Background: an optimization exercise with open tools, aiming at small area, a short achievable clock period and few clock cycles. Do not read the settings as production practice.
Function was checked by simulation only, so behaviour that the tests miss may differ from the original.
Power and IR drop assume default switching activity.

v6:
## rvmyth
module rvmyth(
   output [9:0] OUT,
   input CLK,
   input reset,
   output [7:0] imem_addr,
   input [31:0] imem_data,
   output dmem_wr_en,
   output [3:0] dmem_addr,
   output [31:0] dmem_wdata,
   input [31:0] dmem_rdata
);
Size in the first run: roughly 7,600 cells after synthesis, about 1,100 flip-flops, ~60,000 sq um of cells after synthesis.
Settings: LEC_CHECK=0, CAP_MARGIN=20, CORE_MARGIN=2, CORE_UTILIZATION=30, PLACE_DENSITY=0.45, SLEW_MARGIN=20; clock period 10.0 ns.
standard.sh (not shown) runs the stock make flow with config.mk's settings and CLKGATE_MAP_FILE= SYNTH_SCRIPT=/design/flow/synth_recipe.tcl, a recipe that flattens the netlist after the stock synthesis.
==> flow/flow/run.sh <==
#!/bin/bash
set -euo pipefail
bash standard.sh SETUP_SLACK_MARGIN=6.2 MATCH_CELL_FOOTPRINT=0 \
  "BUFFER_PORTS_ARGS=-buffer_cell sky130_fd_sc_hd__buf_4" \
  "CTS_ARGS=-sink_clustering_enable -repair_clock_nets -dont_use_dummy_load -buf_list {sky130_fd_sc_hd__clkbuf_4 sky130_fd_sc_hd__clkbuf_8}" \
  finish > make_finish.log 2>&1
v6 completed every stage of the flow, and the final layout passed the timing, design-rule and antenna checks.
Testbench counts of v6, summed over its fixed seeds: cycles 90,365.
Relative to v6, the following input files were edited for v7:
==> flow/flow/run.sh <==
#!/bin/bash
set -euo pipefail
bash standard.sh SETUP_SLACK_MARGIN=6.3 MATCH_CELL_FOOTPRINT=0 \
  "BUFFER_PORTS_ARGS=-buffer_cell sky130_fd_sc_hd__buf_4" finish > make_finish.log 2>&1
Notes after the runs:
- Cmp v7 vs v6: sequential share of layout area lower in v7
- v7 vs v6, capturing element of the worst setup path: ex_maddr[2] vs pc[7]
- The final-layout clock buffer total of v7 is lower than that of v6.
- v7 improves on v6 in clock skew.
- In terms of flip-flop and latch area, v6 and v7 differ only marginally.
- v7 vs v6 — share of total power in the clock network rose 8.1 points.
- v7 — initial antenna violation count 20 higher, v6 as reference
- v7 against v6: clock network power moved up, via count of the first global-routing pass went up, critical path depth climbed 2.

---

rvmyth, a different RTL version from the one above (not shown whole).
For scale: ~8100 cells after synthesis, about 61000 sq um of cells after synthesis.
Settings: LEC_CHECK=0, CAP_MARGIN=20, CORE_MARGIN=2, CORE_UTILIZATION=30, PLACE_DENSITY=0.45, SLEW_MARGIN=20; clock period 10.0 ns.
==> flow/flow/run.sh <==
#!/bin/bash
set -euo pipefail
bash standard.sh SETUP_SLACK_MARGIN=6.3 MATCH_CELL_FOOTPRINT=0 \
  "BUFFER_PORTS_ARGS=-buffer_cell sky130_fd_sc_hd__buf_4" finish > make_finish.log 2>&1
Testbench counts at the start, summed over its fixed seeds: cycles 91,774.
Then changed:
==> flow/flow/run.sh (replaced) <==
#!/bin/bash
set -euo pipefail
bash standard.sh SETUP_SLACK_MARGIN=6.5 MATCH_CELL_FOOTPRINT=0 \
  "BUFFER_PORTS_ARGS=-buffer_cell sky130_fd_sc_hd__buf_4" \
  "CTS_ARGS=-sink_clustering_enable -repair_clock_nets -dont_use_dummy_load -buf_list {sky130_fd_sc_hd__clkbuf_4 sky130_fd_sc_hd__clkbuf_8}" \
  finish > make_finish.log 2>&1
- The changed run ran to the end with no violations
- hold slack barely changes
- sequential power is about the same
- final cell count went up by 1.9%
- design area increases by 8.0%
- setup slack gains 140 ps
- die area stays the same
- core utilization is higher by 3.1 points
- total power is lower by 12%
- clock skew is higher by 75 ps
- combinational power rises by 18%
Then changed:
--- a/flow/flow/run.sh
+++ b/flow/flow/run.sh
@@ -3 +3 @@
-bash standard.sh SETUP_SLACK_MARGIN=6.5 MATCH_CELL_FOOTPRINT=0 \
+bash standard.sh SETUP_SLACK_MARGIN=6.0 MATCH_CELL_FOOTPRINT=0 \
Outcome:
- The new run finished with timing, DRC and antenna clean
- design area falls by 16%
- total power shrinks by 3.9%
- first-iteration DRC count goes down by 11%
- clock-buffer cell count increases by 2
- die area is unchanged
- worst hold slack improves by 8.2 ps
- non-clock buffer count decreases by 490

---

Another version of the RTL of rvmyth (not shown whole).
Size in the first run: roughly 120 I/O pins, ~0.058 mm² of cells after synthesis.
// rvmyth
module rvmyth(
   output [9:0] OUT,
   input CLK,
   input reset,
   output [7:0] imem_addr,
   input [31:0] imem_data,
   output dmem_wr_en,
   output [3:0] dmem_addr,
   output [31:0] dmem_wdata,
   input [31:0] dmem_rdata
);
clock: 10.0 ns
lec_check: 0
cap_margin: 20
core_margin: 2
core_utilization: 30
place_density: 0.45
slew_margin: 20
==> flow/flow/run.sh <==
#!/bin/bash
set -euo pipefail
bash standard.sh SETUP_SLACK_MARGIN=6.0 MATCH_CELL_FOOTPRINT=0 \
  "BUFFER_PORTS_ARGS=-buffer_cell sky130_fd_sc_hd__buf_4" finish > make_finish.log 2>&1
The first run finished with timing, DRC and antenna clean.
Testbench counts at the start, summed over its fixed seeds: cycles 91,774.
Then changed:
==> flow/flow/run.sh (replaced) <==
#!/bin/bash
set -euo pipefail
bash standard.sh SETUP_SLACK_MARGIN=6.3 MATCH_CELL_FOOTPRINT=0 \
  "BUFFER_PORTS_ARGS=-buffer_cell sky130_fd_sc_hd__buf_4" finish > make_finish.log 2>&1
- The changed run completed with no timing, DRC or antenna violations
- total power rises slightly
- worst setup slack gets better by 270 ps
- count of clock-buffer cells in the layout falls by 13
- die area is unchanged
- routed wire length rises by a few percent
- non-clock buffer count rises by 223
- combinational power rises by roughly a tenth
- final area rises by a few percent

---

== job 3393 ==
rvmyth with an RTL version that a note above also has.
Size in the first run: roughly 7600 cells after synthesis, about 1100 flip-flops, roughly 120 I/O pins, roughly 0.060 mm² of cells after synthesis.
==> flow/config.mk <==
export PLATFORM = sky130hd
export DESIGN_NAME = rvmyth
export DESIGN_NICKNAME = rvmyth
export VERILOG_FILES = /design/flow/design.v
export SDC_FILE = /design/flow/constraint.sdc
export NUM_CORES = 4
export LEC_CHECK = 0
export CAP_MARGIN = 20
export CORE_MARGIN = 2
export CORE_UTILIZATION = 30
export PLACE_DENSITY = 0.45
export SLEW_MARGIN = 20
==> flow/constraint.sdc <==
create_clock -name core_clock -period 10.0 [get_ports {CLK}]
set_input_delay 2.0000 -clock core_clock [delete_from_list [all_inputs] [get_ports {CLK}]]
set_output_delay 2.0000 -clock core_clock [all_outputs]
set_load 0.01 [all_outputs]
==> flow/flow/run.sh <==
#!/bin/bash
set -euo pipefail
bash standard.sh SETUP_SLACK_MARGIN=6.4 MATCH_CELL_FOOTPRINT=0 \
  "BUFFER_PORTS_ARGS=-buffer_cell sky130_fd_sc_hd__buf_4" \
  "CTS_ARGS=-sink_clustering_enable -repair_clock_nets -dont_use_dummy_load -buf_list {sky130_fd_sc_hd__clkbuf_4 sky130_fd_sc_hd__clkbuf_8}" \
  finish > make_finish.log 2>&1
Job 3393 completed end to end with timing, DRC and antenna clean.
Testbench counts of job 3393, summed over its fixed seeds: cycles 90,365.
Edits applied to the flow inputs when going from job 3393 to job 3310:
==> flow/flow/run.sh <==
#!/bin/bash
set -euo pipefail
bash standard.sh SETUP_SLACK_MARGIN=6.0 MATCH_CELL_FOOTPRINT=0 \
  "BUFFER_PORTS_ARGS=-buffer_cell sky130_fd_sc_hd__buf_4" \
  "CTS_ARGS=-sink_clustering_enable -repair_clock_nets -dont_use_dummy_load -buf_list {sky130_fd_sc_hd__clkbuf_4 sky130_fd_sc_hd__clkbuf_8}" \
  finish > make_finish.log 2>&1
--- outcome ---
- Looking at clock period minus final worst setup slack, job 3310 sits 0.21 ns higher than job 3393 does.
- The run with more setup slack is job 3393; job 3310 has less.
- Job 3310: total power is 0.20 mW lower than what job 3393 reported.
- The final layout from job 3310, which completed every stage, passed the timing, design-rule and antenna checks at the end of the flow.

-- re-timing with driven ports --
No port has a modelled driver above. Below, the same layouts with a new extraction and two added sets of constraints. Step 1 (the two cells are an assumption about what drives the block):
set clk [get_ports {CLK}]
set_driving_cell -lib_cell sky130_fd_sc_hd__clkbuf_16 $clk
set_driving_cell -lib_cell sky130_fd_sc_hd__buf_2 [delete_from_list [all_inputs] $clk]
Step 2 times the ports against the registers' clock, not the clock port: input delays grow and output delays shrink by t, the midpoint of the rising clock arrivals with the driver on. Three values: no drivers, after step 1, after step 2; two values: the first two.
| run | t, ns | slack for setup (ns) | clock arrival spread, ns | slew at the worst register clock pin (ns) | worst data-port slew with drivers (ns) |
|---|---|---|---|---|---|
| v6 | 1.079 | 6.043 / 5.994 / 4.915 | 0.134 / 0.134 | 0.07 / 0.07 | 0.23 |
| v7 | 0.935 | 5.963 / 5.872 / 4.936 | 0.049 / 0.049 | 0.07 / 0.07 | 0.25 |
| the first run of note 2 | 0.911 | 5.928 / 5.858 / 4.948 | 0.039 / 0.039 | 0.07 / 0.07 | 0.23 |
| the second run of note 2 | 1.075 | 6.068 / 5.952 / 4.877 | 0.120 / 0.121 | 0.08 / 0.08 | 0.26 |
| the third run of note 2 | 1.050 | 5.704 / 5.748 / 4.698 | 0.136 / 0.135 | 0.07 / 0.07 | 0.07 |
| the first run of note 3 | 0.892 | 5.727 / 5.701 / 4.809 | 0.040 / 0.040 | 0.06 / 0.06 | 0.21 |
| the second run of note 3 | 0.909 | 5.993 / 5.994 / 5.085 | 0.049 / 0.048 | 0.07 / 0.07 | 0.16 |
| job 3393 | 1.081 | 6.107 / 6.053 / 5.071 | 0.160 / 0.160 | 0.07 / 0.07 | 0.22 |
| job 3310 | 1.075 | 5.897 / 5.827 / 4.753 | 0.125 / 0.125 | 0.07 / 0.07 | 0.24 |
After both steps every run listed still meets setup and hold. The setup slack of the second run of note 2, which loses most, moves by -0.116 ns with the drivers and by -1.191 ns with both steps.
